Source: an optimization exercise on an open RTL-to-GDS flow (aim: small area). Production flows keep margins and buffers that such runs may drop.
The RTL was checked by simulation tests, not by an equivalence proof against the original design.
The clock port is modelled as an ideal driver; clocking choices that lean on that would not hold on a real chip.
No activity file was given, so power comes from the tool's default toggle rates.

[flow/flow/pre_cts.tcl]
# Replace the clock tree: split the register clock pins into MY_NCLK groups by
# location (k-means) and drive each group from one MY_CLKBUF buffer placed at
# the group's centre; the clock port drives only these buffers.
set block [ord::get_db_block]
set clknet [$block findNet clk]
set master [[ord::get_db] findMaster $::env(MY_CLKBUF)]
set k $::env(MY_NCLK)
set pins {}
foreach it [$clknet getITerms] {
  set loc [[$it getInst] getLocation]
  lappend pins [list $it [lindex $loc 0] [lindex $loc 1]]
}
set n [llength $pins]
set pins [lsort -real -index 1 $pins]
# initial centres: spread along x
set cx {}; set cy {}
for {set j 0} {$j < $k} {incr j} {
  set p [lindex $pins [expr {int(($j + 0.5) * $n / $k)}]]
  lappend cx [lindex $p 1]; lappend cy [lindex $p 2]
}
for {set iter 0} {$iter < 20} {incr iter} {
  set asg {}
  foreach p $pins {
    set best 0; set bd 1e18
    for {set j 0} {$j < $k} {incr j} {
      set d [expr {pow([lindex $p 1] - [lindex $cx $j], 2) + pow([lindex $p 2] - [lindex $cy $j], 2)}]
      if {$d < $bd} { set bd $d; set best $j }
    }
    lappend asg $best
  }
  set ncx {}; set ncy {}
  for {set j 0} {$j < $k} {incr j} {
    set sx 0.0; set sy 0.0; set m 0
    foreach p $pins a $asg { if {$a == $j} { set sx [expr {$sx + [lindex $p 1]}]; set sy [expr {$sy + [lindex $p 2]}]; incr m } }
    if {$m > 0} { lappend ncx [expr {$sx / $m}]; lappend ncy [expr {$sy / $m}] } else { lappend ncx [lindex $cx $j]; lappend ncy [lindex $cy $j] }
  }
  set cx $ncx; set cy $ncy
}
for {set j 0} {$j < $k} {incr j} {
  set newnet [odb::dbNet_create $block clk_root_$j]
  $newnet setSigType CLOCK
  set inst [odb::dbInst_create $block $master clkbuf_root_$j]
  set m 0
  foreach p $pins a $asg {
    if {$a == $j} { set it [lindex $p 0]; $it disconnect; $it connect $newnet; incr m }
  }
  [$inst findITerm A] connect $clknet
  [$inst findITerm X] connect $newnet
  $inst setLocation [expr {int([lindex $cx $j])}] [expr {int([lindex $cy $j])}]
  $inst setPlacementStatus PLACED
  puts "pre_cts: clkbuf_root_$j drives $m clock pins"
}
[flow/design.v]
`timescale 1ns / 1ps
module ultrasonic_fsm(
input wire clk,
input wire rst,
input wire echo,
output wire trig_start,
output wire [13:0] distance_measure
    );
    reg [2:0] ph;
    reg [12:0] z;    
    reg [8:0] q;
    reg [8:0] d;
    wire trig = ph[2];
    wire idle = ~(ph[2] | ph[1] | ph[0]);
    wire wt   = ph[1] & ph[0];
    wire meas = ~ph[1] & ph[0];
    wire ten  = ph[1] & ~ph[0];
    wire r_wrap = (((z ^ 13'd3084) & 13'd4095) == 13'd0);
    wire r_ms   = (((z ^ 13'd216) & 13'd221) == 13'd0);
    wire end_wt = q[3] & r_wrap;              
    wire end_ms = &(q | ~9'd343) & r_ms;     
    wire end_tn = &(q | ~9'd171) & r_wrap;   
    wire go_trg  = idle | (wt & ~echo & end_wt) | (meas & echo & end_ms);
    wire go_wt   = trig & r_wrap;             
    wire go_ms   = wt & echo;
    wire go_tn   = meas & ~echo;
    wire qclr = go_trg | go_ms | go_tn;
    always @(posedge clk) begin
        if (rst) ph <= 3'b000;
        else if (go_trg) ph <= 3'b100;
        else if (go_wt) ph <= 3'b011;
        else if (go_ms) ph <= 3'b001;
        else if (go_tn) ph <= 3'b010;
        else if (ten & end_tn) ph <= 3'b000;
    end
    always @(posedge clk) begin
        if (qclr | go_wt) z <= 13'd2638 ^ ({13{go_trg}} & 13'd672) ^ ({13{go_wt}} & 13'd518) ^ ({13{go_tn}} & 13'd2050);
        else if (r_wrap) z <= 13'd2638;
        else z <= {~z[11:0], z[4] ^ z[12]};
        if (qclr) q <= 9'd0;
        else if (r_wrap) q <= {q[8] | (&q[7:0]), q[7:0] + 8'd1};   
    end
    always @(posedge clk) begin
        if (rst) d <= 9'd0;
        else if (go_tn) d <= q;
    end
    assign trig_start = trig;
    assign distance_measure = {5'd0, d};
endmodule
[flow/config.mk]
export PLATFORM = sky130hd
export DESIGN_NAME = ultrasonic_fsm
export DESIGN_NICKNAME = ultrasonic_fsm
export VERILOG_FILES = /design/flow/design.v
export SDC_FILE = /design/flow/constraint.sdc
export NUM_CORES = 4
export LEC_CHECK = 0
export CAP_MARGIN = 0
export CORE_AREA = 2 2 62 62
export DIE_AREA = 0 0 64 64
export PLACE_DENSITY = 0.95
export SLEW_MARGIN = 0
[flow/flow/clkbuf.txt]
sky130_fd_sc_hd__buf_12 1
[flow/flow/run.sh]
#!/bin/bash
# Own layout flow: the standard synthesis, then an area-oriented ABC
# re-mapping of the combinational logic (registers kept as synthesized),
# then the standard ORFS layout with small port buffers and a single clock
# buffer in place of the clock tree. Each tool's output goes to its own log.
set -euo pipefail
W=$PWD
RES=$W/orfs/results/$FLOW_PLATFORM/ultrasonic_fsm/base
LIB=$FLOW_HOME/platforms/$FLOW_PLATFORM/lib/sky130_fd_sc_hd__tt_025C_1v80.lib
CLKBUF=$(cut -d" " -f1 flow/clkbuf.txt)
NCLK=$(cut -d" " -f2 flow/clkbuf.txt)

bash standard.sh $RES/1_2_yosys.v > $W/synth.log 2>&1

cp $RES/1_2_yosys.v $W/synth_standard.v
DU=$(sed -n '/^export DONT_USE_CELLS/,/^$/p' $FLOW_HOME/platforms/$FLOW_PLATFORM/config.mk | tr -d '\\' | grep -o 'sky130_fd_sc_hd__[a-z0-9_]*' | sed 's/^/-dont_use /' | tr '\n' ' ')
reopt() {  # reopt NAME ABC-SCRIPT
  echo "$2" > $W/$1.abc
  cat > $W/$1.ys <<EOS
read_liberty -ignore_miss_func $LIB
read_verilog $W/synth_standard.v
hierarchy -top $FLOW_TOP
blackbox sky130_fd_sc_hd__dfxtp_1
flatten
hierarchy -top $FLOW_TOP
opt -purge
abc -liberty $LIB $DU -script $W/$1.abc
opt_clean -purge
setundef -zero
hilomap -singleton -hicell sky130_fd_sc_hd__conb_1 HI -locell sky130_fd_sc_hd__conb_1 LO
splitnets
opt_clean -purge
insbuf -buf sky130_fd_sc_hd__buf_1 A X
tee -o $W/$1_stat.txt stat -liberty $LIB
write_verilog -noexpr -noattr -nohex -nodec $W/$1.v
EOS
  timeout 900 yosys -s $W/$1.ys > $W/$1.log 2>&1 || true
  grep 'Chip area' $W/$1_stat.txt 2>/dev/null | awk '{print $NF}' || true
}
best=""; bestA=1e9
reopt ra "strash; dc2; balance; rewrite -z; refactor -z; rewrite -z; dch -f; map -a; topo" > $W/ra.area
names="ra"
for round in 1; do
  for seed in 1 2 3 4; do
    s=$(( seed + 4 * (round - 1) ))
    case $(( round % 3 )) in
      1) map="&put; dc2; &get -n; &nf -a -E 100 -Q 100; &put" ;;
      2) map="&nf -a -E 100 -Q 100; &put" ;;
      0) map="&put; map -a" ;;
    esac
    reopt rs$s "strash; &get -n; &deepsyn -T 90 -S $s; $map; topo" > $W/rs$s.area &
    names="$names rs$s"
  done
  wait
done
for n in $names; do
  a=$(cat $W/$n.area)
  echo "$n $a" >> $W/reopt_summary.txt
  if [[ -n "$a" ]] && python3 -c "import sys; sys.exit(0 if $a < $bestA else 1)"; then best=$n; bestA=$a; fi
done
echo "best $best $bestA" >> $W/reopt_summary.txt
cp $W/$best.v $RES/1_2_yosys.v

bash standard.sh "BUFFER_PORTS_ARGS=-buffer_cell sky130_fd_sc_hd__buf_1" SKIP_REPAIR_TIE_FANOUT=1 \
  PRE_CTS_TCL=$W/flow/pre_cts.tcl "CTS_ARGS=-clk_nets clk" MY_CLKBUF=$CLKBUF MY_NCLK=$NCLK finish > $W/layout.log 2>&1
[flow/standard.sh]
#!/bin/bash
# synth_recipe.tcl (not shown) runs the flow's synth.tcl, then flattens the netlist and writes it again
# the make line also repeats each setting of config.mk as NAME=value (left out here)
make -C /OpenROAD-flow-scripts/flow DESIGN_CONFIG=/design/flow/config.mk WORK_HOME=/design/flow/orfs CLKGATE_MAP_FILE= SYNTH_SCRIPT=/design/flow/synth_recipe.tcl "${@:-finish}"
[flow/constraint.sdc]
create_clock -name core_clock -period 25.0 [get_ports {clk}]
set_input_delay 5.0000 -clock core_clock [delete_from_list [all_inputs] [get_ports {clk}]]
set_output_delay 5.0000 -clock core_clock [all_outputs]
set_load 0.01 [all_outputs]
==> results.py, run 1 <==
metrics = {
    "finish": {
        "layout_commonest_cell": "dfxtp_1",
        "n_antenna_cell": 0,
        "nets": 137,
        "final_cell_mix": "34 x dfxtp_1, 13 x nor2_1, 12 x buf_1",
        "drive_above_1_share": 0.00758,
        "syn_to_final_growth_pct": 5.98,
    },
    "yosys": {
        "yosys_warnings": 1,
        "syn-mean-instance-area_um2": 9.35,
        "synth_cells": 132,
        "syn-cell-area_um2": 1230,
        "syn-num-nets": 135,
    },
    "route": {
        "final_antenna_net_count": 0,
        "highest_layer": "met4",
        "routedWlPerCell_um": 12.4,
        "via_per_inst": 5.21,
        "via_count": 928,
        "route.met2.wl_um": 1010,
        "drt-met1-wl_um": 1090,
        "first_iter_violations": 71,
        "drc_errors": 0,
        "wl_met3_um": 63,
        "dr.pass1.iters": 4,
        "wl_um": 2200,
    },
    "global_routing": {
        "grt_pass1_wl_um": 3960,
        "grt_pass1_vias": 859,
        "gr-usage-all-layers": 0.114,
        "antenna_found_initial": 0,
        "grt-ovfl-total": 0,
        "grt_max_degree": 35,
    },
    "worst_setup_path": {
        "crit_path_end": "q[8]$_SDFFE_PP0P_",
        "critPathCaptureType": "flop",
        "cp.arrival_ns": 6.93,
        "worst_setup_path_start_kind": "primary input",
        "worst_ep_required_time_ns": 25.06,
        "cpPeakStageDelay_ns": 0.52,
        "crit_slowest_cell": "or4_1",
        "r2r_cells": 6,
        "r2r_end": "q[8]$_SDFFE_PP0P_",
        "worstSetupPathType": "primary input to flop",
        "path_cells": "buf_1, nand4_1, or4_1, a211oi_1, a41oi_1, nand2_1, o21ba_1",
        "worstPathMaxFanout": 9,
        "crit-reg2reg-launch": "z[4]$_SDFF_PP0_",
        "rrSetupSlack_ns": 22.66,
        "startpoint": "echo",
    },
    "die": {
        "initial_core_util": 0.364,
        "core_area_um2": 3390,
        "die_w_um": 64,
        "rows": 21,
        "die_h_um": 64,
        "ios": 18,
        "die_area_um2": 4100,
    },
    "timing": {
        "timing.final.crit_share": 0.275,
        "rsz0062_at_grt": "false",
        "setup_ws_ns": 18.13,
        "finClkSkew_ns": 0.00453,
        "timing.fmax_mhz": 145,
        "setup_viol": 0,
        "tns_ns": 0,
        "drv_slew": 0,
        "min_period_ns": 6.87,
        "tightest_slew_ns": 0.748,
        "final-hold-violation-count": 0,
        "slew-limit-headroom": 0.496,
    },
    "placed_design": {
        "preCtsSetupSlack_ns": 17.98,
        "dp_hpwl_um": 1660,
        "globalplace.congestion": 0.950,
        "io_buffer_count": 12,
    },
    "run_status": {
        "outcome": "timing/DRC/antenna clean",
    },
    "cts": {
        "postCtsSetupRepairBufs": 0,
        "clk_latency_ns": 0.15,
        "path_clk_slew_ns": 0.12,
        "cts_resized": 0,
        "hold_buffers": 0,
    },
    "worst_hold_path": {
        "hold_class": "flop to flop",
        "min_from": "z[5]$_DFF_P_",
    },
    "power_and_ir_drop": {
        "peakVddDrop_uv": 32.2,
        "p_per_area_nw_per_um2": 60.7,
        "leakagePower_nw": 0.474,
    },
    "run": {
        "drv_cap": 0,
    },
}
[worst max-delay path: cells and delay by family]
family | cells | cell delay (ns)
AO/OA/AOI/OAI | 3 | 0.83
buffers and inverters | 1 | 0.12
AND/OR/NAND/NOR | 3 | 0.97
[layer usage]
metal	vias up	GRT usage
met2	15	0.189
li1	466	-
met1	445	0.167
met3	2	0.00352
met4	0	0.0217
met5	-	0
[cell type report]
type	count	area, um^2
Buffer	1	20.0
Fill cell	340	2080
Sequential cell	34	681
Multi-Input combinational cell	85	504
Timing Repair Buffer	12	45.0
Tap cell	46	57.6
[flip-flops by register name, summed over array words and instances, names as in the netlist]
signal,cells
d,9
ph,3
q,9
z,13
[through the flow]
stage	std cells	util	hold WS (ns)	total power, mW	instance area (um^2)
global placement	177	0.380	0.364	0.0613	1290
floorplan	132	-	0.359	0.0605	1230
CTS	178	0.386	0.378	0.0764	1310
global route	178	0.386	0.420	0.0822	1310
detailed placement	177	0.380	0.380	0.0616	1290
finish	178	0.386	0.405	0.0794	1310
[power by group]
| group | internal [mW] | total (mW) | switching (mW) |
|---|---|---|---|
| Sequential | 0.0556 | 0.0566 | 0.00108 |
| Combinational | 0.00133 | 0.00372 | 0.00238 |
| Clock | 0.00655 | 0.0190 | 0.0125 |
| Total | 0.0634 | 0.0794 | 0.0159 |
[worst min path at each step]
stage                           end  slack, ns  cells after the start
floorplan           z[6]$_SDFF_PP1_       0.36                      1
global placement    z[6]$_SDFF_PP1_       0.36                      1
detailed placement  z[6]$_SDFF_PP1_       0.38                      1
CTS                 z[6]$_SDFF_PP1_       0.38                      1
global route        z[6]$_SDFF_PP1_       0.42                      1
finish              z[6]$_SDFF_PP1_       0.41                      1
==> run 2: changes to the inputs <==
--- a/flow/design.v
+++ b/flow/design.v
@@ -17,4 +17,4 @@
     wire ten  = ph[1] & ~ph[0];
-    wire r_wrap = (((z ^ 13'd3084) & 13'd4095) == 13'd0);
-    wire r_ms   = (((z ^ 13'd216) & 13'd221) == 13'd0);
+    wire r_wrap = (((z ^ 13'd6330) & 13'd7615) == 13'd0);
+    wire r_ms   = (((z ^ 13'd650) & 13'd922) == 13'd0);
     wire end_wt = q[3] & r_wrap;              
@@ -36,5 +36,5 @@
     always @(posedge clk) begin
-        if (qclr | go_wt) z <= 13'd2638 ^ ({13{go_trg}} & 13'd672) ^ ({13{go_wt}} & 13'd518) ^ ({13{go_tn}} & 13'd2050);
-        else if (r_wrap) z <= 13'd2638;
-        else z <= {~z[11:0], z[4] ^ z[12]};
+        if (qclr | go_wt) z <= 13'd877 ^ ({13{go_trg}} & 13'd4225) ^ ({13{go_wt}} & 13'd4133) ^ ({13{go_tn}} & 13'd4608);
+        else if (r_wrap) z <= 13'd877;
+        else z <= {~z[11:0], ~(z[3] ^ z[12])};
         if (qclr) q <= 9'd0;
--- a/flow/flow/run.sh
+++ b/flow/flow/run.sh
@@ -42,3 +42,3 @@
 names="ra"
-for round in 1; do
+for round in 1 2 3 4 5 6 7 8; do
   for seed in 1 2 3 4; do
==> results.py, run 2 <==
metrics = {
    "die": {
        "die_w_um": 64,
        "initial_core_util": 0.361,
        "die_area_um2": 4100,
        "ios": 18,
        "die_h_um": 64,
        "core_area_um2": 3390,
        "rows": 21,
    },
    "placed_design": {
        "io_buffer_count": 12,
        "preCtsSetupSlack_ns": 18.16,
        "dp_hpwl_um": 1680,
        "postPlaceCellArea_um2": 1280,
        "dp_cells": 177,
        "globalplace.congestion": 0.923,
    },
    "route": {
        "dr.pass1.iters": 4,
        "via_count": 923,
        "routedWlPerCell_um": 12.3,
        "drc_errors": 0,
        "wl_um": 2190,
        "via_per_inst": 5.19,
        "first_iter_violations": 35,
        "final_antenna_net_count": 0,
    },
    "timing": {
        "rsz0062_at_grt": "false",
        "min_period_ns": 6.69,
        "tightest_slew_ns": 0.727,
        "finClkSkew_ns": 0.00324,
        "tns_ns": 0,
        "timing.final.crit_share": 0.267,
        "drv_slew": 0,
        "setup_ws_ns": 18.31,
        "timing.fmax_mhz": 150,
        "setup_viol": 0,
        "slew-limit-headroom": 0.511,
        "final-hold-violation-count": 0,
    },
    "finish": {
        "regMostFlops": "z",
        "final_util": 0.383,
        "n_antenna_cell": 0,
        "fin_cells": 178,
        "drive_above_1_share": 0.00758,
        "final_cell_mix": "34 x dfxtp_1, 12 x nand2_1, 12 x buf_1",
        "largestRegisters": "z: 13 flops, d: 9 flops, q: 9 flops",
        "largest_register_ffs": 13,
        "nets": 137,
        "syn_to_final_growth_pct": 6.03,
        "fin_area_um2": 1300,
        "layout_commonest_cell": "dfxtp_1",
    },
    "global_routing": {
        "antenna_found_initial": 0,
        "grt_pass1_vias": 824,
        "grt-ovfl-total": 0,
        "gr-usage-all-layers": 0.102,
        "grt_max_degree": 35,
        "grt_pass1_wl_um": 3580,
    },
    "power_and_ir_drop": {
        "p_int_uw": 63.8,
        "p_sw_uw": 16.5,
        "pwr-share-clk": 0.239,
        "p_per_area_nw_per_um2": 61.8,
        "p_comb_frac": 0.052,
        "switching_share": 0.205,
        "peakVddDrop_uv": 35.6,
        "leakagePower_nw": 0.446,
        "seqPwrFrac": 0.709,
    },
    "worst_setup_path": {
        "cpPeakStageDelay_ns": 0.66,
        "cp_num_buf_inv": 1,
        "cp.arrival_ns": 6.74,
        "critPathCaptureType": "flop",
        "worst_setup_path_start_kind": "primary input",
        "worst_ep_required_time_ns": 25.05,
        "worstSetupPathType": "primary input to flop",
        "r2r_cells": 6,
        "crit_slowest_cell": "o41ai_1",
        "worstPathMaxFanout": 4,
        "path_cells": "buf_1, nand4_1, o41ai_1, nor2b_1, xor2_1, mux2_1",
        "critPathTopFamily": "compound AO/OA/AOI/OAI gates",
        "crit_cells": 6,
        "rrSetupSlack_ns": 22.64,
    },
    "cts": {
        "path_clk_slew_ns": 0.12,
        "postCtsSetupRepairBufs": 0,
        "cts_resized": 0,
        "hold_buffers": 0,
        "clk_latency_ns": 0.15,
    },
    "yosys": {
        "syn-num-nets": 135,
        "synth_cells": 132,
        "yosys_warnings": 1,
        "syn-cell-area_um2": 1220,
        "syn-mean-instance-area_um2": 9.28,
    },
    "worst_hold_path": {
        "min_delay_path_depth": 1,
        "hold_class": "flop to flop",
    },
    "run_status": {
        "outcome": "timing/DRC/antenna clean",
    },
    "run": {
        "drv_cap": 0,
    },
}
-- run 2: power by group through the flow --
stage | sequential (mW) | combinational [mW] | clock (mW)
6_report | 0.0569 | 0.00416 | 0.0192
5_1_grt | 0.0572 | 0.00480 | 0.0214
4_1_cts | 0.0582 | 0.00414 | 0.0148
3_5_place_dp | 0.0582 | 0.00415 | 0
3_3_place_gp | 0.0581 | 0.00397 | 0
2_1_floorplan | 0.0579 | 0.00329 | 0
-- run 2: layout make-up --
class | count | area (um^2)
tap | 46 | 57.6
inverter | 2 | 7.51
multi-input combinational | 83 | 488
timing repair buffer | 12 | 45.0
fill | 328 | 2090
buffer | 1 | 20.0
sequential | 34 | 681
-- run 2: per-stage QoR --
stage / power (mW) / hold WS [ns]
finish: 0.0803 / 0.399
global route: 0.0834 / 0.419
CTS: 0.0771 / 0.374
detailed placement: 0.0623 / 0.374
global placement: 0.0621 / 0.367
floorplan: 0.0612 / 0.353
-- run 2: final timing paths --
check | from | end
worst max-delay path | echo | z[12]$_DFF_P_
worst min-delay path | z[7]$_DFF_P_ | z[8]$_SDFF_PP1_
worst max register to register | z[10]$_SDFF_PP0_ | z[12]$_DFF_P_
worst min register to register | z[7]$_DFF_P_ | z[8]$_SDFF_PP1_
-- run 2: worst reg2reg max path: cells and delay by family (launching register included) --
family        cells  cell delay (ns)
xor+xnor          1             0.26
mux               1             0.34
simple gates      4             1.34
flops             1             0.33
-- run 2: layer usage --
metal	track usage	part of all wire	up-vias
li1	-	-	462
met1	0.147	0.49	427
met2	0.168	0.44	30
met3	0.00880	0.051	4
met4	0.0190	0.020	0
met5	0	0	-
==> run 3: changes to the inputs <==
==> flow/flow/clkbuf.txt (replaced) <==
sky130_fd_sc_hd__clkbuf_16 1
==> results.py, run 3 <==
metrics = {
    "run_status": {
        "outcome": "timing/DRC/antenna clean",
    },
    "finish": {
        "layout_commonest_cell": "dfxtp_1",
        "regMostFlops": "z",
        "fin_cells": 178,
        "final_util": 0.385,
        "multi_input_area_um2": 488,
        "final_cell_mix": "34 x dfxtp_1, 12 x nand2_1, 12 x buf_1",
        "fillers": 327,
        "nets": 137,
        "largest_register_ffs": 13,
        "seq_area_um2": 681,
        "drive_above_1_share": 0.00758,
        "syn_to_final_growth_pct": 6.44,
        "largestRegisters": "z: 13 flops, d: 9 flops, q: 9 flops",
        "n_antenna_cell": 0,
    },
    "die": {
        "rows": 21,
        "die_area_um2": 4100,
        "initial_core_util": 0.361,
        "die_h_um": 64,
        "die_w_um": 64,
        "ios": 18,
        "core_area_um2": 3390,
    },
    "worst_setup_path": {
        "cp_num_buf_inv": 1,
        "cpPeakStageDelay_ns": 0.66,
        "critPathTopFamily": "compound AO/OA/AOI/OAI gates",
        "path_cells": "buf_1, nand4_1, o41ai_1, nor2b_1, xor2_1, mux2_1",
        "worstPathMaxFanout": 4,
        "critPathCaptureType": "flop",
        "worst_ep_required_time_ns": 25.07,
        "worst_setup_path_start_kind": "primary input",
        "worstSetupPathType": "primary input to flop",
        "cp.arrival_ns": 6.73,
        "crit_slowest_cell": "o41ai_1",
    },
    "timing": {
        "rsz0062_at_grt": "false",
        "setup_viol": 0,
        "timing.final.crit_share": 0.266,
        "slew-limit-headroom": 0.506,
        "tightest_slew_ns": 0.734,
        "timing.fmax_mhz": 150,
        "final-hold-violation-count": 0,
        "drv_slew": 0,
        "holdWs_ns": 0.398,
        "tns_ns": 0,
        "finClkSkew_ns": 0.00274,
        "min_period_ns": 6.66,
    },
    "yosys": {
        "synth_cells": 132,
        "yosys_warnings": 1,
        "syn-mean-instance-area_um2": 9.28,
        "syn-num-nets": 135,
        "syn-cell-area_um2": 1220,
    },
    "run": {
        "drv_cap": 0,
    },
    "power_and_ir_drop": {
        "seqPwrFrac": 0.701,
        "p_comb_frac": 0.051,
        "fin_total_pwr_uw": 81.2,
        "peakVddDrop_uv": 31.6,
        "switching_share": 0.202,
        "p_sw_uw": 16.4,
        "p_int_uw": 64.8,
        "leakagePower_nw": 0.449,
        "p_per_area_nw_per_um2": 62.3,
        "pwr-share-clk": 0.247,
    },
    "global_routing": {
        "grt_pass1_wl_um": 3580,
        "gr-usage-all-layers": 0.102,
        "grt_max_degree": 35,
        "grt_pass1_vias": 824,
        "grt-ovfl-total": 0,
        "antenna_found_initial": 0,
    },
    "placed_design": {
        "dp_cells": 177,
        "io_buffer_count": 12,
        "dp_hpwl_um": 1680,
        "globalplace.congestion": 0.923,
    },
    "route": {
        "routedWlPerCell_um": 12.2,
        "first_iter_violations": 35,
        "via_count": 924,
        "via_per_inst": 5.19,
        "wl_um": 2180,
        "dr.pass1.iters": 4,
        "final_antenna_net_count": 0,
        "drc_errors": 0,
    },
    "worst_hold_path": {
        "hold_class": "flop to flop",
    },
    "cts": {
        "path_clk_slew_ns": 0.11,
        "clk_latency_ns": 0.17,
        "cts_resized": 0,
        "postCtsSetupRepairBufs": 0,
        "hold_buffers": 0,
    },
}
==> run 3: changes by cell type in the layout (fill, tap and decap cells not counted), sizes merged <==
cell    change
buf         -1
clkbuf      +1
==> run 3: through the flow <==
step           setup slack [ns]  area (um^2)
4_1_cts                   18.15         1300
3_5_place_dp              18.16         1280
3_3_place_gp              18.32         1280
6_report                  18.34         1300
5_1_grt                   18.23         1300
2_1_floorplan             18.54         1220
==> run 3: layout make-up <==
class	count	area share
Sequential cell	34	0.522
Multi-Input combinational cell	83	0.374
Tap cell	46	0.0441
Timing Repair Buffer	12	0.0345
Buffer	1	0.0192
Inverter	2	0.00576
==> run 3: metal layers <==
layer  part of all wire  vias up  global-route usage
li1                   -      464                   -
met3              0.040        4             0.00880
met1               0.50      430               0.147
met4              0.020        0              0.0190
met5                  0        -                   0
met2               0.44       26               0.168
==> run 3: worst paths after layout <==
check	start	to	slack, ns	cells past startpoint
worst max-delay path	echo	z[12]$_DFF_P_	18.34	6
worst min-delay path	z[7]$_DFF_P_	z[8]$_SDFF_PP1_	0.40	1
worst max register to register	z[10]$_SDFF_PP0_	z[12]$_DFF_P_	22.65	6
worst min register to register	z[7]$_DFF_P_	z[8]$_SDFF_PP1_	0.40	1
==> run 3: worst register-to-register path, delay by kind of cell (launching register included) <==
family,cells,cell delay (ns)
muxes,1,0.34
DFF,1,0.33
and+or+nand+nor,4,1.32
xor gates and xnor gates,1,0.26
==> run 3: power by group through the flow <==
stage                     Clock (mW)  Combinational, mW  Sequential (mW)
after detailed placement           0            0.00415           0.0582
after floorplan                    0            0.00329           0.0579
after CTS                     0.0156            0.00414           0.0582
after global routing          0.0223            0.00480           0.0572
final                         0.0201            0.00417           0.0570
after global placement             0            0.00397           0.0581

-- separate check: timing with driven ports --
How much do the figures lean on ideal ports? The routed layouts below were timed once more, with nothing changed but the port constraints. Step 1 (the two cells are an assumption about what drives the block):
set clk [get_ports {clk}]
set_driving_cell -lib_cell sky130_fd_sc_hd__clkbuf_16 $clk
set_driving_cell -lib_cell sky130_fd_sc_hd__buf_2 [delete_from_list [all_inputs] $clk]
Step 2 also shifts input and output timing later by t, the mid clock arrival at the registers, as if the neighbouring blocks saw the same clock. Three values: ideal, step 1, step 2; two values: the first two.
run | shift t [ns] | setup WS [ns] | slew at the worst register clock pin (ns)
run 1 | 0.180 | 18.126 / 18.139 / 17.958 | 0.12 / 0.12
run 2 | 0.177 | 18.314 / 18.324 / 18.147 | 0.12 / 0.12
run 3 | 0.200 | 18.338 / 18.347 / 18.147 | 0.11 / 0.11
After both steps every run listed still meets setup and hold. The setup slack of run 3, which loses most, moves by +0.009 ns with the drivers and by -0.191 ns with both steps.
